This is an optimization exercise on Yosys and OpenROAD, whose aim is small area, not a production implementation. The RTL was checked by simulation tests, not by an equivalence proof against the original design. The flow treats the clock pin as an ideal source, which a real chip does not have. Power figures rest on the tool's default switching activity, not on a simulated workload.

--- flow/run.sh ---
#!/bin/bash
# Own flow: the standard layout, with these changes:
#  - logic is mapped with an area-oriented abc script (flow/synth.tcl, flow/abc.script), and
#    adders are left to abc instead of half/full adder cells. The standard synthesis runs
#    first; its register names are then given to the registers of this synthesis
#    (flow/rename_regs.py, matched by the net each register drives), so the registers
#    pair with the standard synthesis's by name and cell type.
#  - clock tree synthesis uses clkbuf_8 buffers and inserts no dummy loads
#  - ports are buffered with buf_1 cells
set -euo pipefail
W=$(pwd)
R="$W/orfs/results/$FLOW_PLATFORM/mode_watch_top_long_key_nedge/base"
export CTS_ARGS="-sink_clustering_enable -repair_clock_nets -dont_use_dummy_load -buf_list sky130_fd_sc_hd__clkbuf_8"
export BUFFER_PORTS_ARGS="-buffer_cell sky130_fd_sc_hd__buf_1"

# standard synthesis: the reference for the register names
bash "$W/standard.sh" synth > "$W/std_synth.log" 2>&1
cp "$R/1_2_yosys.v" "$W/std_1_2_yosys.v"

# own synthesis, in a work home of its own
make -C "$FLOW_HOME" DESIGN_CONFIG="$W/config.mk" WORK_HOME="$W/own" CLKGATE_MAP_FILE= \
  SYNTH_SCRIPT="$W/flow/synth.tcl" ADDER_MAP_FILE= \
  synth > "$W/own_synth.log" 2>&1

python3 "$W/flow/rename_regs.py" "$W/std_1_2_yosys.v" \
  "$W/own/results/$FLOW_PLATFORM/mode_watch_top_long_key_nedge/base/1_2_yosys.v" "$W/own_1_2_yosys.v" > "$W/rename_regs.log" 2>&1
cp "$W/own_1_2_yosys.v" "$R/1_2_yosys.v"

# the rest of the standard layout; make rebuilds 1_synth.odb from the new netlist
bash "$W/standard.sh" > "$W/layout.log" 2>&1
--- flow/abc.script ---
strash
ifraig
scorr
dc2
dretime
strash
&get -n
&dch -f
&nf -R 20
&put
--- flow/rename_regs.py ---
#!/usr/bin/env python3
"""rename_regs.py STD.v OWN.v OUT.v

Give every register of OWN.v (a synthesis of the design with a different logic mapping)
the instance name the standard synthesis STD.v gave the register that drives the same
net, so that the registers pair with the standard synthesis's by name. Fails if the
registers, their output nets or their cell types differ."""
import re, sys

INST = re.compile(r'(\n[ \t]*)(sky130_fd_sc_hd__\w+)([ \t]+)(\\\S+|[A-Za-z_]\w*)(\s*\()(.*?)(\);)', re.S)
REG = re.compile(r'__(e?df|sdf)')

def regs(text):
    out = {}
    for m in INST.finditer(text):
        typ, name, body = m.group(2), m.group(4), m.group(6)
        if REG.search(typ):
            q = re.search(r'\.Q\(\s*(\\\S+|[\w\[\]]+)\s*\)', body)
            if not q:
                sys.exit(f"register {name} has no Q net")
            out[q.group(1)] = (name, typ)
    return out

std_text = open(sys.argv[1]).read()
own_text = open(sys.argv[2]).read()
std, own = regs(std_text), regs(own_text)
if set(std) != set(own):
    sys.exit(f"register output nets differ: {sorted(set(std) ^ set(own))[:10]}")
for q in std:
    if std[q][1].rsplit('_', 1)[0] != own[q][1].rsplit('_', 1)[0]:
        sys.exit(f"register on {q}: cell {own[q][1]} vs standard {std[q][1]}")
want = {own[q][0]: std[q][0] for q in std}          # own register name -> standard name
targets = set(want.values())
names = set(m.group(4) for m in INST.finditer(own_text))
fresh = 0

def newname(m):
    global fresh
    name = m.group(4)
    if name in want:
        name = want[name]
    elif name in targets:                           # a logic cell whose name a register takes
        while True:
            fresh += 1
            cand = f"_own{fresh}_"
            if cand not in names and cand not in targets:
                break
        name = cand
    sep = ' ' if name.startswith('\\') else ''
    return m.group(1) + m.group(2) + m.group(3) + name + sep + m.group(5) + m.group(6) + m.group(7)

out = INST.sub(newname, own_text)
check = regs(out)
assert all(check[q][0] == std[q][0] for q in std)
open(sys.argv[3], 'w').write(out)
print(f"renamed {sum(1 for a, b in want.items() if a != b)} of {len(want)} registers; {fresh} logic cells renamed")
--- flow/synth.tcl ---
# The standard synthesis (synth_recipe.tcl), with the technology mapping run by an
# area-oriented abc script instead of ORFS's delay-driven one; registers are untouched.
set here [file dirname [file normalize [info script]]]
set abc_script_file [file join $here abc.script]
proc abc {args} {
  global abc_script_file
  set out {}
  set skip 0
  foreach a $args {
    if {$skip} { set skip 0; continue }
    if {$a eq "-script" || $a eq "-D"} { set skip 1; continue }
    lappend out $a
  }
  set out [linsert $out 0 -script $abc_script_file]
  puts "abc (area script): $out"
  yosys abc {*}$out
}
source [file join [file dirname $here] synth_recipe.tcl]
--- standard.sh ---
#!/bin/bash
# synth_recipe.tcl (not shown) runs the flow's synth.tcl, then flattens the netlist and writes it again
# the make line also repeats each setting of config.mk as NAME=value (left out here)
make -C /OpenROAD-flow-scripts/flow DESIGN_CONFIG=/design/flow/config.mk WORK_HOME=/design/flow/orfs CLKGATE_MAP_FILE= SYNTH_SCRIPT=/design/flow/synth_recipe.tcl "${@:-finish}"
--- config.mk ---
export PLATFORM = sky130hd
export DESIGN_NAME = mode_watch_top_long_key_nedge
export DESIGN_NICKNAME = mode_watch_top_long_key_nedge
export VERILOG_FILES = /design/flow/design.v
export SDC_FILE = /design/flow/constraint.sdc
export NUM_CORES = 4
export LEC_CHECK = 0
export CAP_MARGIN = 20
export CORE_MARGIN = 2
export CORE_UTILIZATION = 40
export SLEW_MARGIN = 20
--- constraint.sdc ---
create_clock -name core_clock -period 10.0 [get_ports {clk}]
set_input_delay 2.0000 -clock core_clock [delete_from_list [all_inputs] [get_ports {clk}]]
set_output_delay 2.0000 -clock core_clock [all_outputs]
set_load 0.01 [all_outputs]
--- design.v ---
module mode_watch_top_long_key_nedge(
    input clk, reset_p,
    input [3:0] btn,
    output [15:0] led,
    output [3:0] com,
    output [7:0] seg_7 );
    localparam MW = 2'd0, MS = 2'd1, MC = 2'd2;
    function [3:0] inc10(input [3:0] d);
        inc10 = {(d[3] & ~d[0]) | (d[2] & d[1] & d[0]), d[2] ^ (d[1] & d[0]),
                 ~d[3] & (d[1] ^ d[0]), ~d[0]};
    endfunction
    function [2:0] inc6(input [2:0] e);
        inc6 = {(e[2] & ~e[0]) | (e[1] & e[0]), ~e[2] & (e[1] ^ e[0]), ~e[0]};
    endfunction
    function [3:0] dec10(input [3:0] d);
        dec10 = {(d[3] & d[0]) | ~(d[3] | d[2] | d[1] | d[0]),
                 (d[2] & (d[1] | d[0])) | (d[3] & ~d[0]),
                 (d[1] & d[0]) | (~d[1] & ~d[0] & (d[3] | d[2])), ~d[0]};
    endfunction
    function [2:0] dec6(input [2:0] e);
        dec6 = {(e[2] & e[0]) | ~(e[2] | e[1] | e[0]), (e[1] & e[0]) | (e[2] & ~e[0]), ~e[0]};
    endfunction
    function is9(input [3:0] d);
        is9 = d[3] & d[0];
    endfunction
    function is5(input [2:0] e);
        is5 = e[2] & e[0];
    endfunction
    reg [9:0] g;
    reg [6:0] m;
    wire m_end = (m == 7'd124);
    always @(posedge clk) begin
        if (reset_p) begin
            g <= 10'd126;
            m <= 7'd126;
        end
        else begin
            g <= g + 1'b1;
            if (g[4:0] == 5'd31) m <= m_end ? 7'd0 : m + 1'b1;
        end
    end
    wire p128 = (g[7:0] == 8'd254);
    wire p129 = (g[7:0] == 8'd255);
    wire p131 = (g[7:0] == 8'd1);
    wire p132 = (g[7:0] == 8'd2);
    wire p133 = (g[7:0] == 8'd3);
    wire p134 = (g[7:0] == 8'd4);
    wire p137 = (g[7:0] == 8'd7);
    wire sec_tick  = m_end & (g[4:0] == 5'd5);    
    wire sec_tick2 = m_end & (g[4:0] == 5'd7);    
    wire sec_tick6 = m_end & (g[4:0] == 5'd11);   
    reg D0, E0;
    always @(posedge clk)
        if (reset_p) D0 <= 1'b0;
        else if (p129) D0 <= btn[0];
    always @(posedge clk)
        if (p129) E0 <= btn[0] & ~D0;
    wire pe0 = p131 & E0;
    reg [1:0] mode;
    always @(posedge clk)
        if (reset_p) mode <= MW;
        else if (p132 & E0) mode <= (mode == MC) ? MW : mode + 1'b1;
    reg [2:0] S;
    always @(posedge clk)
        if (p128) S <= btn[3:1];
    reg [2:0] DW, DS, G;
    reg [1:0] DC;
    always @(posedge clk) begin
        if (reset_p) begin
            DW <= 3'd0;
            DS <= 3'd0;
            DC <= 2'd0;
            G <= 3'd0;
        end
        else begin
            if (p131) begin
                case (mode)
                    MW: DW <= S;
                    MS: DS <= S;
                    default: DC <= S[1:0];
                endcase
            end
            if (p132) begin
                if (E0) begin
                    case (mode)
                        MW: begin G <= btn[3:1] & ~DW; DW <= btn[3:1]; end
                        MS: begin G <= btn[3:1] & ~DS; DS <= btn[3:1]; end
                        default: begin G <= {1'b0, btn[2:1] & ~DC}; DC <= btn[2:1]; end
                    endcase
                end
                else G <= 3'd0;
            end
        end
    end
    wire [2:0] peW = {3{p131}} & ((mode == MW) ? (S & ~DW) : (mode == MS) ? G : 3'd0);
    wire [2:0] peS = {3{p131}} & ((mode == MS) ? (S & ~DS) : (mode == MC) ? G : 3'd0);
    wire [1:0] peC = {2{p131}} & ((mode == MC) ? (S[1:0] & ~DC) : (mode == MW) ? G[1:0] : 2'd0);
    reg D3, R;
    reg [5:0] L;
    always @(posedge clk)
        if (reset_p) D3 <= 1'b0;
        else if (p129) D3 <= btn[3];
    always @(posedge clk)
        if (p129) begin
            R <= D3 & ~btn[3];
            if (~D3) L <= 6'd0;
            else if (btn[3]) L <= L + 1'b1;
        end
    wire is_long = L[5] | L[4] | (&L[3:0]);
    wire long_press = p131 & R & is_long;
    reg Wset;
    reg TW, Fsu, Fmu;
    reg [2:0] w_s10, w_m10, t_s10, t_m10;
    reg [3:0] w_s1, w_m1, t_s1, t_m1;
    reg [5:0] cnt60;
    reg a1, a2, Fc, Fp;
    always @(posedge clk)
        if (p131) begin
            TW <= peW[0];
            Fsu <= peW[1];
            Fmu <= peW[2];
        end
    wire inc_src = Wset ? peW[1] : sec_tick;
    always @(posedge clk) begin
        a1 <= inc_src & ~reset_p;
        a2 <= a1;
    end
    wire inc60 = a2 & ~a1;
    wire wrap60 = inc60 & (&{cnt60[5:3], cnt60[1:0]});    
    always @(posedge clk) begin
        if (p133) Fc <= wrap60;
        if (sec_tick2) Fp <= wrap60;
    end
    wire min_inc = (p137 & Fc) | (sec_tick6 & Fp);
    wire load_watch = p133 & TW & ~Wset;
    wire load_set = p133 & TW & Wset;
    always @(posedge clk) begin
        if (reset_p) begin
            Wset <= 1'b0;
            cnt60 <= 6'd0;
            w_s10 <= 3'd0; w_s1 <= 4'd0; w_m10 <= 3'd0; w_m1 <= 4'd0;
            t_s10 <= 3'd0; t_s1 <= 4'd0; t_m10 <= 3'd0; t_m1 <= 4'd0;
        end
        else begin
            if (peW[0]) Wset <= ~Wset;
            if (inc60) cnt60 <= (&{cnt60[5:3], cnt60[1:0]}) ? 6'd0 : cnt60 + 1'b1;
            if (load_watch) begin
                w_s10 <= t_s10; w_s1 <= t_s1; w_m10 <= t_m10; w_m1 <= t_m1;
            end
            else begin
                if (sec_tick2) begin
                    w_s1 <= inc10(w_s1);
                    if (is9(w_s1)) w_s10 <= inc6(w_s10);
                end
                if (min_inc) begin
                    w_m1 <= inc10(w_m1);
                    if (is9(w_m1)) w_m10 <= inc6(w_m10);
                end
            end
            if (load_set) begin
                t_s10 <= w_s10; t_s1 <= w_s1; t_m10 <= w_m10; t_m1 <= w_m1;
            end
            else begin
                if (p133 & Fsu) begin
                    t_s1 <= inc10(t_s1);
                    if (is9(t_s1)) t_s10 <= inc6(t_s10);
                end
                if (p133 & Fmu) begin
                    t_m1 <= inc10(t_m1);
                    if (is9(t_m1)) t_m10 <= inc6(t_m10);
                end
            end
        end
    end
    wire [14:0] watch_value = Wset ? {t_m10, t_m1, 1'b0, t_s10, t_s1} : {w_m10, w_m1, 1'b0, w_s10, w_s1};
    reg runS, lapS;
    reg [5:0] q;
    reg z1, z2;
    reg [3:0] h1, h10, s1;
    reg [2:0] s10;
    reg [14:0] lap;
    wire clearS = peS[2];
    wire q_end = q[5] & ~q[4] & (&q[2:0]);    
    wire incS = z2 & ~z1;
    always @(posedge clk) begin
        if (clearS | reset_p) begin
            z1 <= 1'b0;
            z2 <= 1'b0;
        end
        else begin
            z1 <= q_end;
            z2 <= z1;
        end
    end
    always @(posedge clk) begin
        if (reset_p) begin
            runS <= 1'b0;
            lapS <= 1'b0;
            q <= 6'd56;
            h1 <= 4'd0; h10 <= 4'd0; s1 <= 4'd0; s10 <= 3'd0;
        end
        else begin
            if (peS[0]) runS <= ~runS;
            if (peS[1]) lapS <= ~lapS;
            if (clearS) q <= 6'd56;
            else if (runS) q <= q_end ? 6'd0 : q + 1'b1;
            if (clearS) begin
                h1 <= 4'd0; h10 <= 4'd0; s1 <= 4'd0; s10 <= 3'd0;
            end
            else if (incS) begin
                h1 <= inc10(h1);
                if (is9(h1)) begin
                    h10 <= inc10(h10);
                    if (is9(h10)) begin
                        s1 <= inc10(s1);
                        if (is9(s1)) s10 <= inc6(s10);
                    end
                end
            end
        end
    end
    wire [14:0] stop_cur = {s10, s1, h10, h1};
    always @(posedge clk)
        if (peS[1]) lap <= stop_cur;
        else if (clearS) lap <= 15'd0;
    wire [14:0] stop_value = lapS ? lap : stop_cur;
    reg runC, alarm, Lload, Fcs, dec_clk;
    reg [2:0] k_s10, k_m10, c_s10, c_m10;
    reg [3:0] k_s1, k_m1, c_s1, c_m1;
    wire cur_zero = ({c_m10, c_m1, c_s10, c_s1} == 14'd0);
    wire loadC = p133 & Lload;
    wire short_min = p134 & R & ~is_long & ~E0 & (mode == MC);
    always @(posedge clk)
        if (p131) begin
            Lload <= peC[0] & ~runC;
            Fcs <= peC[1];
        end
    always @(posedge clk)
        if (~loadC) dec_clk <= sec_tick & (dec_clk | ({c_s10, c_s1} == 7'd0));
    always @(posedge clk) begin
        if (reset_p) begin
            runC <= 1'b0;
            alarm <= 1'b0;
            k_s10 <= 3'd0; k_s1 <= 4'd0; k_m10 <= 3'd0; k_m1 <= 4'd0;
            c_s10 <= 3'd0; c_s1 <= 4'd1; c_m10 <= 3'd0; c_m1 <= 4'd1;
        end
        else begin
            if (peC[0]) runC <= ~runC;
            else if (cur_zero & runC) begin
                runC <= 1'b0;
                alarm <= 1'b1;
            end
            else if (long_press) alarm <= 1'b0;
            if (p133 & Fcs) begin
                k_s1 <= inc10(k_s1);
                if (is9(k_s1)) k_s10 <= inc6(k_s10);
            end
            if (short_min) begin
                k_m1 <= inc10(k_m1);
                if (is9(k_m1)) k_m10 <= inc6(k_m10);
            end
            if (loadC) begin
                c_s10 <= k_s10; c_s1 <= k_s1; c_m10 <= k_m10; c_m1 <= k_m1;
            end
            else begin
                if (sec_tick) begin
                    c_s1 <= dec10(c_s1);
                    if (c_s1 == 4'd0) c_s10 <= dec6(c_s10);
                end
                if (dec_clk) begin
                    c_m1 <= dec10(c_m1);
                    if (c_m1 == 4'd0) c_m10 <= dec6(c_m10);
                end
            end
        end
    end
    wire [14:0] cook_value = runC ? {c_m10, c_m1, 1'b0, c_s10, c_s1} : {k_m10, k_m1, 1'b0, k_s10, k_s1};
    assign led = {alarm, 15'd0};
    wire [1:0] dig = g[9:8];
    wire [1:0] dig_next = g[9:8] + p129;
    wire selWw = (mode == MW) & ~Wset, selWt = (mode == MW) & Wset;
    wire selSc = (mode == MS) & ~lapS, selSl = (mode == MS) & lapS;
    wire selCc = (mode == MC) & runC, selCk = (mode == MC) & ~runC;
    wire [3:0] dsel = 4'b0001 << dig_next;
    wire [3:0] d0 = ({4{selWw}} & w_s1) | ({4{selWt}} & t_s1) | ({4{selSc}} & h1) | ({4{selSl}} & lap[3:0])
                  | ({4{selCc}} & c_s1) | ({4{selCk}} & k_s1);
    wire [3:0] d1 = ({4{selWw}} & {1'b0, w_s10}) | ({4{selWt}} & {1'b0, t_s10}) | ({4{selSc}} & h10) | ({4{selSl}} & lap[7:4])
                  | ({4{selCc}} & {1'b0, c_s10}) | ({4{selCk}} & {1'b0, k_s10});
    wire [3:0] d2 = ({4{selWw}} & w_m1) | ({4{selWt}} & t_m1) | ({4{selSc}} & s1) | ({4{selSl}} & lap[11:8])
                  | ({4{selCc}} & c_m1) | ({4{selCk}} & k_m1);
    wire [2:0] d3 = ({3{selWw}} & w_m10) | ({3{selWt}} & t_m10) | ({3{selSc}} & s10) | ({3{selSl}} & lap[14:12])
                  | ({3{selCc}} & c_m10) | ({3{selCk}} & k_m10);
    wire [3:0] nib = ({4{dsel[0]}} & d0) | ({4{dsel[1]}} & d1) | ({4{dsel[2]}} & d2) | ({4{dsel[3]}} & {1'b0, d3});
    reg [3:0] h_pre, hex;
    always @(posedge clk) begin
        if (~pe0) h_pre <= nib;
        hex <= reset_p ? 4'd0 : h_pre;
    end
    assign com = ~(4'b0001 << dig);
    wire [3:0] x = hex;
    assign seg_7[7] = (~x[3] & ~x[2] & ~x[1] & x[0]) | (x[2] & ~x[1] & ~x[0]);
    assign seg_7[6] = x[2] & (x[1] ^ x[0]);
    assign seg_7[5] = ~x[2] & x[1] & ~x[0];
    assign seg_7[4] = (~x[2] & ~x[1] & x[0]) | (x[2] & ~x[1] & ~x[0]) | (x[2] & x[1] & x[0]);
    assign seg_7[3] = x[0] | (x[2] & ~x[1]);
    assign seg_7[2] = (x[1] & x[0]) | (~x[2] & x[1]) | (~x[3] & ~x[2] & x[0]);
    assign seg_7[1] = (~x[3] & ~x[2] & ~x[1]) | (x[2] & x[1] & x[0]);
    assign seg_7[0] = 1'b1;
endmodule
==> results of run 1 <==
-- per-layer routing --
metal,wire length (um),share of wire (%)
met2,8850,47
met1,8600,46
met5,0,0
met4,379,2.0
met3,973,5.2
-- layout make-up --
cell class              instances  area (sq um)  area share [%]
multi-input cells             646          3620            44.9
repair buffers                 29           159            1.97
inverters                      16          60.1           0.744
clock buffers                  17           234            2.90
flip-flops and latches        166          3700            45.9
well taps                     229           287            3.55
-- critical path, stage by stage (launching register included) --
cell	delay (ps)
dfxtp_1	380
or4_1	640
nor4_2	170
buf_4	240
and2_0	520
clkinv_1	620
and2_0	420
a211oi_1	470
o21ai_0	170
a21oi_1	160
-- worst paths after layout --
kind | to | slack [ps] | cells after the start
min | a2$_DFF_P_ | 380 | 0
max reg2reg | c_s10[0]$_SDFFE_PP0P_ | 6140 | 9
max | c_s10[0]$_SDFFE_PP0P_ | 6140 | 9
min reg2reg | a2$_DFF_P_ | 380 | 0
-- report_power, final --
part / total, mW / internal [mW] / switching, mW
clock network: 0.359 / 0.150 / 0.209
registers: 0.696 / 0.688 / 0.00794
logic: 0.0322 / 0.00925 / 0.0230
==> summary.md, run 1 <==
| Metric | Value |
|---|---|
| Status | no timing/DRC/antenna violations |
| Finished Layout Cells | approximately 1100 |
| Port bufs | 17 |
| Setup Buffers After CTS | 0 |
| Max_cap viols | 0 |
| Placed insts | about 1100 |
| Period utilization | about two fifths |
| Commonest non-fill, non-tap cell in the layout | dfxtp_1 |
| Die Ht | roughly 140 um |
| DIE AREA | 0.0198 sq mm |
| DRC | 0 |
| Slew margin rel. | roughly 33% |
| Final wirelength | roughly 19000 um |
| First-pass GRT wire length | just over 30000 um |
| HPWL Detailed | ~13000 um |
| Clock transition at path regs | 80 ps |
| Area of the core | between 0.015 and 0.02 sq mm |
| Clock latency on the worst-skew pair | around 460 ps |
| CTS tree | done |
| Vias per std cell | around 5.8 |
| Power density cells | 135 mW/mm^2 |
| Mapped Area | roughly 0.0075 sq mm |
| Fin area | approximately 0.008 sq mm |
| Required @ worst endpoint | between 10000 and 15000 ps |
| Largest net degree at the start of global routing | 49 |
| Grt ovf | 0 |
| Hold crit path type | reg2reg |
| Max IR drop VDD | a little over 0.00008 V |
| Initial antenna violation count | 0 |
| Critical path startpoint category | flop |
| Filler cells | 1794 |
| Dpl ws | ~6200 ps |
| Final Core Density | approximately 44% |
| Setup crit end kind | flop |
| Hold path start | a1$_DFF_P_ |
| Endpoints failing setup | 0 |
| WS Path Type | reg2reg |
| Final hold vios | 0 |
| Starting Density | approximately 41% |
| Most frequent cells in the layout | dfxtp_1 (128), nor2_1 (91), nand2_1 (86) |
| Clock buffer depth | 2 |
| Global-route layer with the greatest usage | met2 |
| I/O Pins | 34 |
| Critical Path Start | g[4]$_SDFF_PP1_ |
| Routed via count | 6359 |
| Rows | slightly below 50 |
| Total CTS buffers | 17 |
| Peak Freq | around 260 MHz |
| Post-DRT Antenna Nets | 0 |
| Total GRT Usage | 19.6% |
| Setup TNS Final | 0 ps |
| Max Clock Skew | roughly 30 ps |
| R2r startpoint | g[4]$_SDFF_PP1_ |
| # H-tree levels | 4 |
| Max FO, Critical Path | 21 |
| Critical Path AT | around 4200 ps |
| Max-slew violations | 0 |
| DP Area | ~0.0078 sq mm |
| Static Leak | 2.75 nW |
| RSZ-0062 raised after global routing | false |
| Vias in the first global route | a little under 6000 |
| Syn_area_per_cell | between 8 and 9 sq um |
| Fin nets | a little under 900 |
| Post-layout min period | about 3900 ps |
| Number of diodes | 0 |
| Drt initial violations | between 500 and 600 |
| Syn Inst Count | 831 |
| Routed length per placed instance | 17.0 um |
| Share of cells above drive strength 1 | under 10% |
| Die X | about 140 um |
| Worst-Margin Slew | 998 ps |
| Setup ws final | slightly above 6000 ps |
| GR met2 Demand/Resource | a little under a third |
| Post-CTS Hold Buffers | 0 |
| Area Growth Syn to Fin | 8.19% |
| Ys Warns | 1 |
| Met3 Use GR | ~4.0% |
| CTS Root Cell | clkbuf_8 |
| DR pass1 iterations | 8 |
| Placer Congestion | 0.856 |
| Clock sinks | roughly 170 |
| WHS | between 300 and 400 ps |
| Final Power | around 1.1 mW |
| CTS resizes | 0 |
| Met1 Track Usage GR | 26.3% |
==> inputs of run 2 (changes only) <==
--- a/design.v
+++ b/design.v
@@ -113,19 +113,14 @@
     reg [2:0] w_s10, w_m10, t_s10, t_m10;
     reg [3:0] w_s1, w_m1, t_s1, t_m1;
     reg [5:0] cnt60;
-    reg a1, a2, Fc, Fp;
+    reg Fc, Fp;
     always @(posedge clk)
         if (p131) begin
             TW <= peW[0];
             Fsu <= peW[1];
             Fmu <= peW[2];
         end
-    wire inc_src = Wset ? peW[1] : sec_tick;
-    always @(posedge clk) begin
-        a1 <= inc_src & ~reset_p;
-        a2 <= a1;
-    end
-    wire inc60 = a2 & ~a1;
+    wire inc60 = (p133 & (Wset ^ TW) & Fsu) | (sec_tick2 & ~Wset);
     wire wrap60 = inc60 & (&{cnt60[5:3], cnt60[1:0]});    
     always @(posedge clk) begin
         if (p133) Fc <= wrap60;
@@ -220,11 +215,13 @@
         end
     end
     wire [14:0] stop_cur = {s10, s1, h10, h1};
-    always @(posedge clk)
+    reg lap_zero;
+    always @(posedge clk) begin
         if (peS[1]) lap <= stop_cur;
-        else if (clearS) lap <= 15'd0;
-    wire [14:0] stop_value = lapS ? lap : stop_cur;
-    reg runC, alarm, Lload, Fcs, dec_clk;
+        if (peS[1]) lap_zero <= 1'b0;
+        else if (clearS) lap_zero <= 1'b1;
+    end
+    reg runC, alarm, Lload, Fcs;
     reg [2:0] k_s10, k_m10, c_s10, c_m10;
     reg [3:0] k_s1, k_m1, c_s1, c_m1;
     wire cur_zero = ({c_m10, c_m1, c_s10, c_s1} == 14'd0);
@@ -235,8 +232,8 @@
             Lload <= peC[0] & ~runC;
             Fcs <= peC[1];
         end
-    always @(posedge clk)
-        if (~loadC) dec_clk <= sec_tick & (dec_clk | ({c_s10, c_s1} == 7'd0));
+    wire sec_tick1 = m_end & (g[4:0] == 5'd6);
+    wire dec_clk = sec_tick1 & is5(c_s10) & is9(c_s1);
     always @(posedge clk) begin
         if (reset_p) begin
             runC <= 1'b0;
@@ -279,7 +276,7 @@
     wire [1:0] dig = g[9:8];
     wire [1:0] dig_next = g[9:8] + p129;
     wire selWw = (mode == MW) & ~Wset, selWt = (mode == MW) & Wset;
-    wire selSc = (mode == MS) & ~lapS, selSl = (mode == MS) & lapS;
+    wire selSc = (mode == MS) & ~lapS, selSl = (mode == MS) & lapS & ~lap_zero;
     wire selCc = (mode == MC) & runC, selCk = (mode == MC) & ~runC;
     wire [3:0] dsel = 4'b0001 << dig_next;
     wire [3:0] d0 = ({4{selWw}} & w_s1) | ({4{selWt}} & t_s1) | ({4{selSc}} & h1) | ({4{selSl}} & lap[3:0])
==> flow/run.sh (replaced) <==
#!/bin/bash
# Own flow: the standard layout, with these changes:
#  - logic is mapped with area-oriented abc scripts (flow/synth.tcl, flow/abc*.script; the
#    smallest of their netlists is kept), and adders are left to abc instead of half/full
#    adder cells. The standard synthesis runs first; its register names are then given to
#    the registers of the kept netlist (flow/rename_regs.py, matched by the net each
#    register drives), so the registers pair with the standard synthesis's by name and
#    cell type.
#  - clock tree synthesis uses clkbuf_8 buffers and inserts no dummy loads
#  - ports are buffered with buf_1 cells
#  - constant outputs share the synthesis's tie cells (no per-pin tie cells)
set -euo pipefail
W=$(pwd)
R="$W/orfs/results/$FLOW_PLATFORM/mode_watch_top_long_key_nedge/base"
export CTS_ARGS="-sink_clustering_enable -repair_clock_nets -dont_use_dummy_load -buf_list sky130_fd_sc_hd__clkbuf_8"
export BUFFER_PORTS_ARGS="-buffer_cell sky130_fd_sc_hd__buf_1"
export SKIP_REPAIR_TIE_FANOUT=1

# standard synthesis: the reference for the register names
bash "$W/standard.sh" synth > "$W/std_synth.log" 2>&1
cp "$R/1_2_yosys.v" "$W/std_1_2_yosys.v"

# own syntheses, each in a work home of its own; keep the smallest
best=""; best_area=""
for s in "$W"/flow/abc*.script; do
  n=$(basename "$s" .script)
  ABC_SCRIPT_FILE="$s" make -C "$FLOW_HOME" DESIGN_CONFIG="$W/config.mk" WORK_HOME="$W/own_$n" \
    CLKGATE_MAP_FILE= SYNTH_SCRIPT="$W/flow/synth.tcl" ADDER_MAP_FILE= synth > "$W/own_synth_$n.log" 2>&1 || continue
  a=$(awk '/Chip area/ {print $NF}' "$W/own_$n/reports/$FLOW_PLATFORM/mode_watch_top_long_key_nedge/base/synth_stat.txt")
  echo "$n: $a" >> "$W/own_synth_areas.log"
  if [[ -z "$best" ]] || awk -v a="$a" -v b="$best_area" 'BEGIN {exit !(a < b)}'; then
    best=$n; best_area=$a
  fi
done
echo "kept $best ($best_area)" >> "$W/own_synth_areas.log"

python3 "$W/flow/rename_regs.py" "$W/std_1_2_yosys.v" \
  "$W/own_$best/results/$FLOW_PLATFORM/mode_watch_top_long_key_nedge/base/1_2_yosys.v" "$W/own_1_2_yosys.v" > "$W/rename_regs.log" 2>&1
cp "$W/own_1_2_yosys.v" "$R/1_2_yosys.v"

# the rest of the standard layout; make rebuilds 1_synth.odb from the new netlist
bash "$W/standard.sh" > "$W/layout.log" 2>&1
==> flow/abc1.script (new file) <==
strash
ifraig
scorr
dc2
dretime
strash
&get -n
&dch -f
&nf -R 50
&put
==> flow/abc2.script (new file) <==
strash
ifraig
scorr
dc2
dretime
strash
&get -n
&dch -f
&nf -R 20
&put
==> flow/abc3.script (new file) <==
strash
ifraig
scorr
dc2
dretime
strash
&get -n
&dch -f
&nf -R 20 -p
&put
==> flow/synth.tcl (replaced) <==
# The standard synthesis (synth_recipe.tcl), with the technology mapping run by an
# area-oriented abc script (ABC_SCRIPT_FILE) instead of ORFS's delay-driven one.
set abc_script_file $::env(ABC_SCRIPT_FILE)
proc abc {args} {
  global abc_script_file
  set out {}
  set skip 0
  foreach a $args {
    if {$skip} { set skip 0; continue }
    if {$a eq "-script" || $a eq "-D"} { set skip 1; continue }
    lappend out $a
  }
  set out [linsert $out 0 -script $abc_script_file]
  puts "abc (area script): $out"
  yosys abc {*}$out
}
set here [file dirname [file normalize [info script]]]
source [file join [file dirname $here] synth_recipe.tcl]
removed: flow/abc.script
==> run 2 against run 1 <==
  * Combinational power fell by 5%
  * Still clean on timing, DRC and antenna
  * Clock power is essentially flat
  * Final cell count shrank 2.4%
  * Synthesized cell count shrank 1.2%
  * Highest routed layer unchanged
  * Cell area fell by 2.9%
  * Clock-buffer cell count unchanged
  * Wire length grew 1.0%
==> summary.md, run 2 <==
| Metric | Value |
|---|---|
| Die X | between 100 and 150 um |
| Area of the core | about 0.018 sq mm |
| Setup crit end kind | flop |
| Syn_area_per_cell | between 8 and 9 sq um |
| Clock latency on the worst-skew pair | between 400 and 500 ps |
| Finished Layout Cells | 1077 |
| I/O Pins | 34 |
| Max stage delay on crit path | around 860 ps |
| Number of diodes | 0 |
| WS Path Type | in2reg |
| Seq. cell area | 0.00365 sq mm |
| CTS tree | done |
| DRC | 0 |
| Critical path startpoint category | primary input |
| Required @ worst endpoint | between 10000 and 15000 ps |
| Placed insts | between 1000 and 1500 |
| Area Growth Syn to Fin | 7.49% |
| Max FO, Critical Path | 83 |
| Setup ws final | 5720 ps |
| Cell Chain, Critical Path | buf_2 > buf_4 > clkinv_1 > nand2b_1 > nor3_1 |
| DIE AREA | 0.0193 sq mm |
| Grt ovf | 0 |
| Die Ht | around 140 um |
| Clock buffer depth | 2 |
| Ys Warns | 1 |
| Final wirelength | 19000 um |
| Drt initial violations | ~540 |
| Worst-Margin Slew | around 1200 ps |
| Critical path buffers and inverters | 3 |
| Fin area | 0.00783 sq mm |
| Total CTS buffers | 17 |
| Final Power | between 1 and 1.5 mW |
| Status | no timing/DRC/antenna violations |
| Cell family with most CP delay | buffers and inverters |
| Vias in the first global route | just under 6000 |
| HPWL Detailed | roughly 13000 um |
| Period utilization | approximately 43% |
| Filler cells | about 1800 |
| Max IR drop VDD | between 0.00009 and 0.0001 V |
| Routed via count | ~6400 |
| Endpoints failing setup | 0 |
| Port bufs | 17 |
| CTS resizes | 0 |
| Most frequent cells in the layout | dfxtp_1 (127), nor2_1 (108), nand2_1 (85) |
| Share of cells above drive strength 1 | 3.54% |
| # H-tree levels | 4 |
| Hold crit path type | reg2reg |
| Final Core Density | between 40% and 50% |
| Static Leak | roughly 2.6 nW |
| Area of the multi-input gates | roughly 0.0035 sq mm |
| RSZ-0062 raised after global routing | false |
| Syn Inst Count | approximately 820 |
| Setup TNS Final | 0 ps |
| Peak Freq | about 230 MHz |
| Vias per std cell | 5.90 |
| Commonest non-fill, non-tap cell in the layout | dfxtp_1 |
| Routed length per placed instance | 17.6 um |
| WHS | approximately 460 ps |
| Power density cells | ~140 mW/mm^2 |
| Max-slew violations | 0 |
| DP Area | between 0.007 and 0.008 sq mm |
| Placer Congestion | 0.876 |
| Setup Buffers After CTS | 0 |
| Post-layout min period | approximately 4300 ps |
| Dpl ws | between 5000 and 6000 ps |
| Starting Density | between 40% and 50% |
| Clock transition at path regs | 80 ps |
| CTS Root Cell | clkbuf_8 |
| DR pass1 iterations | 9 |
| Post-CTS Hold Buffers | 0 |
| Clock sinks | around 160 |
| Fin nets | approximately 860 |
| Rows | 49 |
| Post-DRT Antenna Nets | 0 |
| CP max stage cell | clkinv_1 |
| Max Clock Skew | 25.8 ps |
| Critical Path AT | roughly 4600 ps |
| First-pass GRT wire length | approximately 31000 um |
| Largest net degree at the start of global routing | between 80 and 90 |
| Total GRT Usage | between 10% and 20% |
| Mapped Area | 0.00729 sq mm |
| Final hold vios | 0 |
| Slew margin rel. | 22.6% |
| Initial antenna violation count | 0 |
| Max_cap viols | 0 |
[run 2: layout make-up]
cell class                 instances  area share (%)
sequential                       164            46.7
multi-input combinational        626            44.2
tap                              229            3.66
clock buffer                      17            2.99
timing repair buffer              27            1.79
inverter                          14           0.671
[run 2: routing by layer]
metal / wire, um / up-vias / part of all wire, % / track usage (%)
met5: 0 / - / 0 / 0
met4: 558 / 0 / 2.9 / 8.19
met3: 917 / 36 / 4.8 / 4.21
met2: 8520 / 181 / 45 / 30.7
met1: 8990 / 3014 / 47 / 26.7
li1: - / 3120 / - / -
[run 2: where the power goes]
group | internal (mW) | switching (mW) | total, mW
Clock | 0.150 | 0.209 | 0.359
Sequential | 0.680 | 0.00698 | 0.687
Combinational | 0.00833 | 0.0223 | 0.0306
[run 2: worst register-to-register path: stages, from the launching register on]
cell and delay, ps:
dfxtp_1 380, or4_1 600, nor4_2 250, buf_4 240, and3_1 670, nor2_1 90
a31oi_1 390, nor2b_1 320, o21ai_0 220, a211oi_1 260, a211oi_1 70
[run 2: final timing paths]
kind	start	endpoint	slack, ps	depth (start not counted)
max	reset_p	s10[0]$_SDFFE_PP0P_	5720	5
min	h_pre[0]$_DFFE_PN_	hex[0]$_SDFF_PP0_	460	1
max reg2reg	g[4]$_SDFF_PP1_	flop	6330	10
min reg2reg	h_pre[0]$_DFFE_PN_	hex[0]$_SDFF_PP0_	460	1
==> inputs of run 3 (changes only) <==
--- a/flow/run.sh
+++ b/flow/run.sh
@@ -6,7 +6,9 @@
 #    the registers of the kept netlist (flow/rename_regs.py, matched by the net each
 #    register drives), so the registers pair with the standard synthesis's by name and
 #    cell type.
-#  - clock tree synthesis uses clkbuf_8 buffers and inserts no dummy loads
+#  - clock tree synthesis uses clkbuf_8 buffers and inserts no dummy loads; afterwards
+#    clock buffers whose registers keep a clock slew under 110 ps become clkbuf_4
+#    (flow/post_cts.tcl, flow/downsize_clk.tcl)
 #  - ports are buffered with buf_1 cells
 #  - constant outputs share the synthesis's tie cells (no per-pin tie cells)
 set -euo pipefail
@@ -15,6 +17,7 @@
 export CTS_ARGS="-sink_clustering_enable -repair_clock_nets -dont_use_dummy_load -buf_list sky130_fd_sc_hd__clkbuf_8"
 export BUFFER_PORTS_ARGS="-buffer_cell sky130_fd_sc_hd__buf_1"
 export SKIP_REPAIR_TIE_FANOUT=1
+export POST_CTS_TCL="$W/flow/post_cts.tcl"
 
 # standard synthesis: the reference for the register names
 bash "$W/standard.sh" synth > "$W/std_synth.log" 2>&1
==> flow/abc_g2.script (new file) <==
strash
ifraig
scorr
dc2
dretime
strash
&get -n
&dch -f
&nf -R 50 -E 1
&put
==> flow/abc_g4.script (new file) <==
strash
ifraig
scorr
dc2
dretime
strash
dc2
strash
&get -n
&dch -f
&nf -R 50
&put
==> flow/abc_g6.script (new file) <==
strash
ifraig
scorr
dc2
dretime
strash
&get -n
&dch -f
&nf -R 50 -C 32
&put
==> flow/downsize_clk.tcl (new file) <==
# Downsize clock tree buffers to a smaller clock buffer wherever the clock slew at the
# buffer's register pins stays under a target (ns), keeping the tree as CTS built it.
proc downsize_clock_buffers {small target} {
  estimate_parasitics -placement
  set n 0
  foreach inst [get_cells -filter "ref_name =~ sky130_fd_sc_hd__clkbuf_*"] {
    set name [get_property $inst full_name]
    set old [get_property $inst ref_name]
    if {$old eq $small} { continue }
    replace_cell $inst $small
    estimate_parasitics -placement
    set worst 0
    foreach pin [get_pins -hierarchical */CLK] {
      set s [get_property $pin slew_max]
      if {$s > $worst} { set worst $s }
    }
    if {$worst > $target} {
      replace_cell $inst $old
    } else {
      incr n
    }
  }
  estimate_parasitics -placement
  set worst 0
  foreach pin [get_pins -hierarchical */CLK] { set s [get_property $pin slew_max]; if {$s > $worst} {set worst $s} }
  puts "downsize_clock_buffers: $n buffers now $small, worst register clock slew [format %.1f [expr {$worst * 1000}]] ps"
}
==> flow/post_cts.tcl (new file) <==
# POST_CTS hook: smaller leaf clock buffers where the register clock slew allows
source [file join [file dirname [file normalize [info script]]] downsize_clk.tcl]
downsize_clock_buffers sky130_fd_sc_hd__clkbuf_4 0.110
--- a/config.mk
+++ b/config.mk
@@ -5,7 +5,7 @@
 export SDC_FILE = /design/flow/constraint.sdc
 export NUM_CORES = 4
 export LEC_CHECK = 0
-export CAP_MARGIN = 20
+export CAP_MARGIN = 0
 export CORE_MARGIN = 2
 export CORE_UTILIZATION = 40
-export SLEW_MARGIN = 20
+export SLEW_MARGIN = 0
==> run 3 against run 2 <==
  * Critical path depth increased by 5
  * Clock skew increased by 6.3 ps
  * Critical path type is now reg2reg
  * Register-to-register slack improved by 100 ps
  * Non-clock buffer count decreased by 1
  * Clock power decreased by 11%
  * Setup slack improved by 710 ps
==> summary.md, run 3 <==
| Metric | Value |
|---|---|
| Status | no timing/DRC/antenna violations |
| Clock sinks | between 150 and 200 |
| Setup ws final | 6430 ps |
| CP max stage cell | or4_1 |
| Final wirelength | between 15000 and 20000 um |
| Grt ovf | 0 |
| Syn Inst Count | between 800 and 900 |
| Placer Congestion | between 0.8 and 0.9 |
| HPWL Detailed | 13100 um |
| Area of the core | 0.0179 sq mm |
| Share of cells above drive strength 1 | 3.35% |
| Most frequent cells in the layout | dfxtp_1 (127), nor2_1 (108), nand2_1 (86) |
| Routed via count | between 6000 and 7000 |
| Filler cells | 1804 |
| Clock transition at path regs | about 100 ps |
| Dpl ws | approximately 6000 ps |
| Die Ht | 139 um |
| DP Area | between 0.007 and 0.008 sq mm |
| Fin area | 0.00777 sq mm |
| Critical path buffers and inverters | 1 |
| Static Leak | ~2.6 nW |
| WHS | 458 ps |
| Commonest non-fill, non-tap cell in the layout | dfxtp_1 |
| Mapped Area | approximately 0.0073 sq mm |
| Max_cap viols | 0 |
| First-pass GRT wire length | around 30000 um |
| Hold crit path type | reg2reg |
| Max stage delay on crit path | between 600 and 700 ps |
| Cell mode on critical path | a211oi_1 |
| Seq. cell area | ~0.0037 sq mm |
| Worst-Margin Slew | 1120 ps |
| Final hold vios | 0 |
| Max FO, Critical Path | 18 |
| Drt initial violations | 577 |
| Fin nets | 844 |
| Flop-to-flop setup slack | about 6400 ps |
| Total GRT Usage | 19.3% |
| Port bufs | 17 |
| Required @ worst endpoint | 10430 ps |
| DR pass1 iterations | 6 |
| Slew margin rel. | between 20% and 30% |
| WS Path Type | reg2reg |
| Clock latency on the worst-skew pair | 570 ps |
| Area Growth Syn to Fin | 6.68% |
| Syn_area_per_cell | 8.99 sq um |
| CTS tree | done |
| Critical Path AT | 4000 ps |
| I/O Pins | 34 |
| Max Clock Skew | around 32 ps |
| RSZ-0062 raised after global routing | false |
| Rows | 49 |
| Ys Warns | 1 |
| Max-slew violations | 0 |
| Max IR drop VDD | 0.0000726 V |
| Die X | 139 um |
| Initial antenna violation count | 1 |
| Post-DRT Antenna Nets | 0 |
| Cell Chain, Critical Path | or4_1 > nor4_2 > buf_4 > and3_1 > nor2_1 > a31oi_1 > nor2b_1 > o21ai_0 > a211oi_1 > a211oi_1 |
| Setup TNS Final | 0 ps |
| Critical path startpoint category | flop |
| Endpoints failing setup | 0 |
| Vias per std cell | 5.85 |
| Period utilization | approximately 36% |
| Area of the multi-input gates | roughly 0.0035 sq mm |
| Post-layout min period | between 3000 and 4000 ps |
| Routed length per placed instance | 17.4 um |
| Cell family with most CP delay | simple AND/OR/NAND/NOR gates |
| Power density cells | 133 mW/mm^2 |
| Vias in the first global route | roughly 5700 |
| DRC | 0 |
| DIE AREA | between 0.015 and 0.02 sq mm |
| Setup crit end kind | flop |
| Peak Freq | ~280 MHz |
| Largest net degree at the start of global routing | about 70 |
| Starting Density | 40.7% |
-- run 3: through the flow --
step	power [mW]	cells	utilization (%)
final	1.03	1067	43.4
after global placement	0.732	1048	42.3
after detailed placement	0.732	1048	42.3
after floorplan	0.723	810	-
after global routing	1.08	1067	43.4
-- run 3: path summary, 6_finish.rpt --
path / from / endpoint / depth (start not counted)
worst max-delay path: g[4]$_SDFF_PP1_ / flop / 10
worst min-delay path: h_pre[0]$_DFFE_PN_ / hex[0]$_SDFF_PP0_ / 1
worst max register to register: g[4]$_SDFF_PP1_ / flop / 10
worst min register to register: h_pre[0]$_DFFE_PN_ / hex[0]$_SDFF_PP0_ / 1
-- run 3: routing by layer --
layer	up-vias	GRT usage [%]	wire, um
met5	-	0	0
met4	0	7.07	449
met3	29	4.73	1110
met2	176	30.3	8440
met1	2940	26.0	8600
li1	3095	-	-
-- run 3: final cells by class --
class                      count  share of cell area (%)
multi-input combinational    616                    44.5
clock buffer                  17                    2.37
timing repair buffer          26                    1.71
antenna                        2                  0.0644
tap                          229                    3.69
inverter                      13                   0.628
sequential                   164                    47.0
-- run 3: report_power, final --
part	total (mW)	switching, mW	internal [mW]
clock	0.318	0.202	0.115
sequential	0.686	0.00704	0.679
combinational	0.0301	0.0218	0.00835
==> inputs of run 4 (changes only) <==
removed: flow/abc_g2.script
removed: flow/abc_g4.script
removed: flow/abc_g6.script
==> run 4 against run 3 <==
  * Sequential cell count is the same
  * Via count grew 2.0%
  * Non-clock buffer count shrank 1
  * Largest cell class unchanged
  * Critical path type is now in2reg
  * Combinational power grew 1%
  * Still clean on timing, DRC and antenna
  * Sequential power is essentially flat
==> summary.md, run 4 <==
| Metric | Value |
|---|---|
| Status | no timing/DRC/antenna violations |
| Switching Share | about 22% |
| DRC | 0 |
| Critical Path Start | reset_p |
| Die X | ~140 um |
| Drt initial violations | roughly 600 |
| First-pass GRT wire length | a little over 30000 um |
| Peak Freq | around 240 MHz |
| Period utilization | about two fifths |
| Placer Congestion | 0.876 |
| Endpoints failing setup | 0 |
| P_sw | 232 uW |
| Starting Density | between 40% and 50% |
| Initial antenna violation count | 1 |
| Slew margin rel. | a little under a fifth |
| Syn Inst Count | slightly above 800 |
| Gate power share | under 10% |
| Max stage delay on crit path | around 860 ps |
| Critical path buffers and inverters | 3 |
| I/O Pins | 34 |
| RSZ-0062 raised after global routing | false |
| Critical path startpoint category | primary input |
| Sequential share of power | 66.3% |
| WS Path Type | in2reg |
| Worst-Margin Slew | approximately 1200 ps |
| Power density cells | ~130 mW/mm^2 |
| DIE AREA | 0.0193 sq mm |
| Clk network pwr share | a little under a third |
| CTS tree | done |
| Max-slew violations | 0 |
| Fin nets | approximately 850 |
| Setup TNS Final | 0 ps |
| Post-layout min period | between 4000 and 5000 ps |
| Grt ovf | 0 |
| Cell family with most CP delay | buffers and inverters |
| Int Pwr | approximately 800 uW |
| R2R cell count | 10 |
| Vias per std cell | ~6 |
| Flop-to-flop setup slack | 6350 ps |
| CP max stage cell | clkinv_1 |
| Clock sinks | approximately 160 |
| Final wirelength | approximately 19000 um |
| Hold crit path type | reg2reg |
| Static Leak | 2.54 nW |
| Setup crit end kind | flop |
| Rows | between 40 and 50 |
| Routed length per placed instance | 17.5 um |
| Vias in the first global route | roughly 5800 |
| Required @ worst endpoint | between 10000 and 15000 ps |
| Commonest non-fill, non-tap cell in the layout | dfxtp_1 |
| Fin area | ~0.0078 sq mm |
| Filler cells | ~1800 |
| HPWL Detailed | 13100 um |
| Total GRT Usage | between 10% and 20% |
| Routed via count | ~6400 |
| Mapped Area | approximately 0.0073 sq mm |
| Port bufs | 17 |
| Max FO, Critical Path | between 80 and 90 |
| Max Clock Skew | slightly below 40 ps |
| Ys Warns | 1 |
| WHS | approximately 450 ps |
| Max_cap viols | 0 |
| Max IR drop VDD | ~0.000066 V |
| Post-DRT Antenna Nets | 0 |
| Share of cells above drive strength 1 | under 10% |
| Syn_area_per_cell | slightly below 9 sq um |
| DR pass1 iterations | 6 |
| Largest net degree at the start of global routing | 84 |
| DP Area | 0.00758 sq mm |
| Area of the core | 0.0179 sq mm |
| Critical Path AT | between 4000 and 5000 ps |
| R2r startpoint | g[4]$_SDFF_PP1_ |
| Cell Chain, Critical Path | buf_2 > buf_4 > clkinv_1 > nand2b_1 > nor3_1 |
| Die Ht | about 140 um |
| Final hold vios | 0 |
| CP endpoint | s1[0]$_SDFFE_PP0P_ |
| Critical Path Stages | 5 |
| Area Growth Syn to Fin | 6.54% |
| Most frequent cells in the layout | dfxtp_1 (127), nor2_1 (108), nand2_1 (85) |
| Clock latency on the worst-skew pair | around 600 ps |
| Clock transition at path regs | about 80 ps |
==> run 4: cell types whose count changed in the layout (fill, tap and decap cells not counted), sizes merged, moves of 4 or more <==
cell | previous run | this run
nand3 | 25 | 21
a31oi | 18 | 22
nor3 | 28 | 39
a21oi | 58 | 68
a311oi | 8 | 2
o21ai | 50 | 54
==> run 4: per-stage QoR <==
| step | std cells | util (%) | total power, mW | setup WS [ps] |
|---|---|---|---|---|
| finish | 1076 | 43.4 | 1.04 | 5900 |
| global route | 1076 | 43.4 | 1.08 | 5680 |
| detailed placement | 1058 | 42.3 | 0.732 | 5180 |
| global placement | 1058 | 42.3 | 0.732 | 5170 |
| floorplan | 821 | - | 0.723 | 6310 |
==> run 4: layer usage <==
| layer | global-route usage (%) | vias to the layer above | routed length, um |
|---|---|---|---|
| met1 | 26.5 | 3008 | 8730 |
| met3 | 3.56 | 41 | 916 |
| met4 | 8.93 | 0 | 521 |
| li1 | - | 3121 | - |
| met5 | 0 | - | 0 |
| met2 | 31.6 | 195 | 8660 |
==> run 4: worst min path at each step <==
stage                  startpoint            endpoint  slack (ps)  cells past startpoint
2_1_floorplan  alarm$_SDFFE_PP0P_  alarm$_SDFFE_PP0P_         430                      2
3_3_place_gp   h_pre[1]$_DFFE_PN_   hex[1]$_SDFF_PP0_         430                      1
3_5_place_dp   h_pre[1]$_DFFE_PN_   hex[1]$_SDFF_PP0_         440                      1
5_1_grt        h_pre[1]$_DFFE_PN_   hex[1]$_SDFF_PP0_         490                      1
6_report       h_pre[0]$_DFFE_PN_   hex[0]$_SDFF_PP0_         450                      1
==> run 4: layout make-up <==
class | instances | area (sq um) | area share [%]
Antenna cell | 1 | 2.50 | 0.0322
Multi-Input combinational cell | 626 | 3460 | 44.6
Sequential cell | 164 | 3650 | 47.1
Clock buffer | 17 | 184 | 2.37
Timing Repair Buffer | 25 | 125 | 1.61
Inverter | 14 | 52.6 | 0.677
Tap cell | 229 | 287 | 3.69
==> run 4: power by group through the flow <==
stage                     combinational [mW]  sequential [mW]  clock [mW]
after floorplan                       0.0231            0.700           0
after global placement                0.0302            0.702           0
after detailed placement              0.0306            0.702           0
after global routing                  0.0340            0.687       0.355
final                                 0.0305            0.686       0.319
==> inputs of run 5 (changes only) <==
--- a/flow/run.sh
+++ b/flow/run.sh
@@ -7,7 +7,7 @@
 #    register drives), so the registers pair with the standard synthesis's by name and
 #    cell type.
 #  - clock tree synthesis uses clkbuf_8 buffers and inserts no dummy loads; afterwards
-#    clock buffers whose registers keep a clock slew under 110 ps become clkbuf_4
+#    clock buffers whose registers keep a clock slew under 118 ps become clkbuf_4
 #    (flow/post_cts.tcl, flow/downsize_clk.tcl)
 #  - ports are buffered with buf_1 cells
 #  - constant outputs share the synthesis's tie cells (no per-pin tie cells)
==> flow/abc_g2.script (new file) <==
strash
ifraig
scorr
dc2
dretime
strash
&get -n
&dch -f
&nf -R 50 -E 1
&put
==> flow/abc_g4.script (new file) <==
strash
ifraig
scorr
dc2
dretime
strash
dc2
strash
&get -n
&dch -f
&nf -R 50
&put
==> flow/abc_g6.script (new file) <==
strash
ifraig
scorr
dc2
dretime
strash
&get -n
&dch -f
&nf -R 50 -C 32
&put
==> flow/post_cts.tcl (replaced) <==
# POST_CTS hook: smaller leaf clock buffers where the register clock slew allows
source [file join [file dirname [file normalize [info script]]] downsize_clk.tcl]
downsize_clock_buffers sky130_fd_sc_hd__clkbuf_4 0.118
==> run 5 against run 4 <==
  * Critical path type is now reg2reg
  * Largest power group unchanged
  * Utilization decreased by 0.10 points
  * Via count is 1.8% lower
  * Worst hold slack gained 3.4 ps
  * Clock skew up 1.1 ps
  * Largest cell class unchanged
  * Global-route usage shrank 0.53 points
  * Wire length fell by 1.1%
==> summary.md, run 5 <==
| Metric | Value |
|---|---|
| Ys Warns | 1 |
| Critical path startpoint category | flop |
| Vias in the first global route | 5669 |
| Syn Inst Count | 810 |
| DIE AREA | 0.0193 sq mm |
| DRC | 0 |
| Max FO, Critical Path | 18 |
| Critical Path AT | about 4000 ps |
| Mapped Area | between 0.007 and 0.008 sq mm |
| Placer Congestion | 0.871 |
| Static Leak | around 2.6 nW |
| Setup ws final | between 6000 and 7000 ps |
| WS Path Type | reg2reg |
| Dpl ws | roughly 6000 ps |
| Starting Density | 40.7% |
| HPWL Detailed | 13100 um |
| DR pass1 iterations | 8 |
| Most frequent cells in the layout | dfxtp_1 (127), nor2_1 (108), nand2_1 (86) |
| Final Power | about 1 mW |
| Fin nets | 844 |
| Required @ worst endpoint | approximately 10000 ps |
| Max_cap viols | 0 |
| Clock transition at path regs | about 100 ps |
| I/O Pins | 34 |
| Final wirelength | 18600 um |
| Post-DRT Antenna Nets | 0 |
| Area Growth Syn to Fin | 6.34% |
| First-pass GRT wire length | around 30000 um |
| Die X | roughly 140 um |
| Number of cells on the worst hold path | 1 |
| Status | no timing/DRC/antenna violations |
| Post-layout min period | around 3600 ps |
| Worst hold path endpoint | hex[0]$_SDFF_PP0_ |
| Peak Freq | between 200 and 300 MHz |
| Total GRT Usage | slightly below 20% |
| Flop-to-flop setup slack | roughly 6400 ps |
| Share of cells above drive strength 1 | about 3.3% |
| Setup crit end kind | flop |
| Clock latency on the worst-skew pair | 570 ps |
| Worst-Margin Slew | ~1100 ps |
| Final hold vios | 0 |
| Max IR drop VDD | between 0.00007 and 0.00008 V |
| Period utilization | a little over a third |
| Drt initial violations | roughly 600 |
| Setup TNS Final | 0 ps |
| Hold path start | h_pre[0]$_DFFE_PN_ |
| Grt ovf | 0 |
| Area of the core | about 0.018 sq mm |
| Port bufs | 17 |
| Initial antenna violation count | 1 |
| R2r startpoint | g[4]$_SDFF_PP1_ |
| Clock sinks | 164 |
| Hold crit path type | reg2reg |
| Routed length per placed instance | 17.4 um |
| Rows | between 40 and 50 |
| CTS tree | done |
| Routed via count | 6251 |
| RSZ-0062 raised after global routing | false |
| Syn_area_per_cell | 8.99 sq um |
| Max Clock Skew | between 30 and 40 ps |
| R2R cell count | 10 |
| Commonest non-fill, non-tap cell in the layout | dfxtp_1 |
| Vias per std cell | between 5 and 6 |
| Slew margin rel. | 26.7% |
| Power density cells | about 130 mW/mm^2 |
| WHS | about 460 ps |
| Max-slew violations | 0 |
| Filler cells | about 1800 |
| Largest net degree at the start of global routing | 71 |
| Endpoints failing setup | 0 |
| Die Ht | 139 um |
## run 5: cell count changes in the layout (fill, tap and decap cells not counted), moves of 4 or more
cell	previous run	this run
a311oi_1	2	8
o21ai_0	53	49
clkbuf_8	9	5
a31oi_1	22	18
clkbuf_4	8	12
nor3_1	39	28
nand3_1	21	25
a21oi_1	68	58
## run 5: where the power goes
group,switching (mW),internal (mW)
combinational,0.0219,0.00835
clock,0.201,0.0986
sequential,0.00708,0.680
total,0.230,0.787
## run 5: worst max path at each step
stage	endpoint	from	slack, ps
finish	flop	g[4]$_SDFF_PP1_	6430
global route	flop	g[4]$_SDFF_PP1_	6230
detailed placement	s10[0]$_SDFFE_PP0P_	reset_p	5990
global placement	s1[0]$_SDFFE_PP0P_	reset_p	6010
floorplan	flop	g[5]$_SDFF_PP1_	6420
## run 5: per-layer routing
layer | global-route usage, % | up-vias | share of wire, %
li1 | - | 3084 | -
met2 | 30.3 | 186 | 45
met4 | 7.07 | 0 | 2.4
met3 | 4.73 | 27 | 6.2
met5 | 0 | - | 0
met1 | 26.1 | 2954 | 46
## run 5: stage by stage
stage	cells	cell area, sq um	util, %
floorplan	810	7280	-
global placement	1048	7580	42.3
detailed placement	1048	7580	42.3
global route	1067	7740	43.3
finish	1067	7740	43.3
## run 5: worst max-delay path, stage by stage (launching register included)
cell and delay, ps:
dfxtp_1 390, or4_1 610, nor4_2 230, buf_4 230
and3_1 610, nor2_1 80, a31oi_1 370, nor2b_1 340
o21ai_0 220, a211oi_1 260, a211oi_1 70
## run 5: layout make-up
cell class	instances	area, sq um	share of cell area [%]
antenna	2	5.00	0.0646
clock buffer	17	159	2.05
sequential	164	3650	47.2
timing repair buffer	26	133	1.71
multi-input combinational	616	3460	44.7
inverter	13	48.8	0.630
tap	229	287	3.70

what the ideal ports hide:
Ports are ideal in the flow. The routed layouts listed here were re-timed in OpenROAD.
Step 1 assumes that a clkbuf_16 drives the clock port and a buf_2 every other input.
Step 2 also shifts input and output timing later by t, the mid clock arrival at the registers, as if the neighbouring blocks saw the same clock.
Slacks: ideal ports / drivers / drivers and shift; pairs: ideal ports / drivers.
run | t, ns | slack for setup (ns) | cell pins on the clock port's net
run 1 | 0.484 | 6.138 / 6.138 / 6.138 | 1
run 2 | 0.486 | 5.718 / 5.731 / 5.245 | 1
run 3 | 0.595 | 6.432 / 6.422 / 6.032 | 1
run 4 | 0.616 | 5.898 / 5.905 / 5.289 | 1
run 5 | 0.583 | 6.434 / 6.434 / 5.981 | 1
After both steps every run listed still meets setup and hold. For run 4, which loses most, drivers alone change the setup slack by +0.007 ns; drivers and shift together by -0.609 ns.
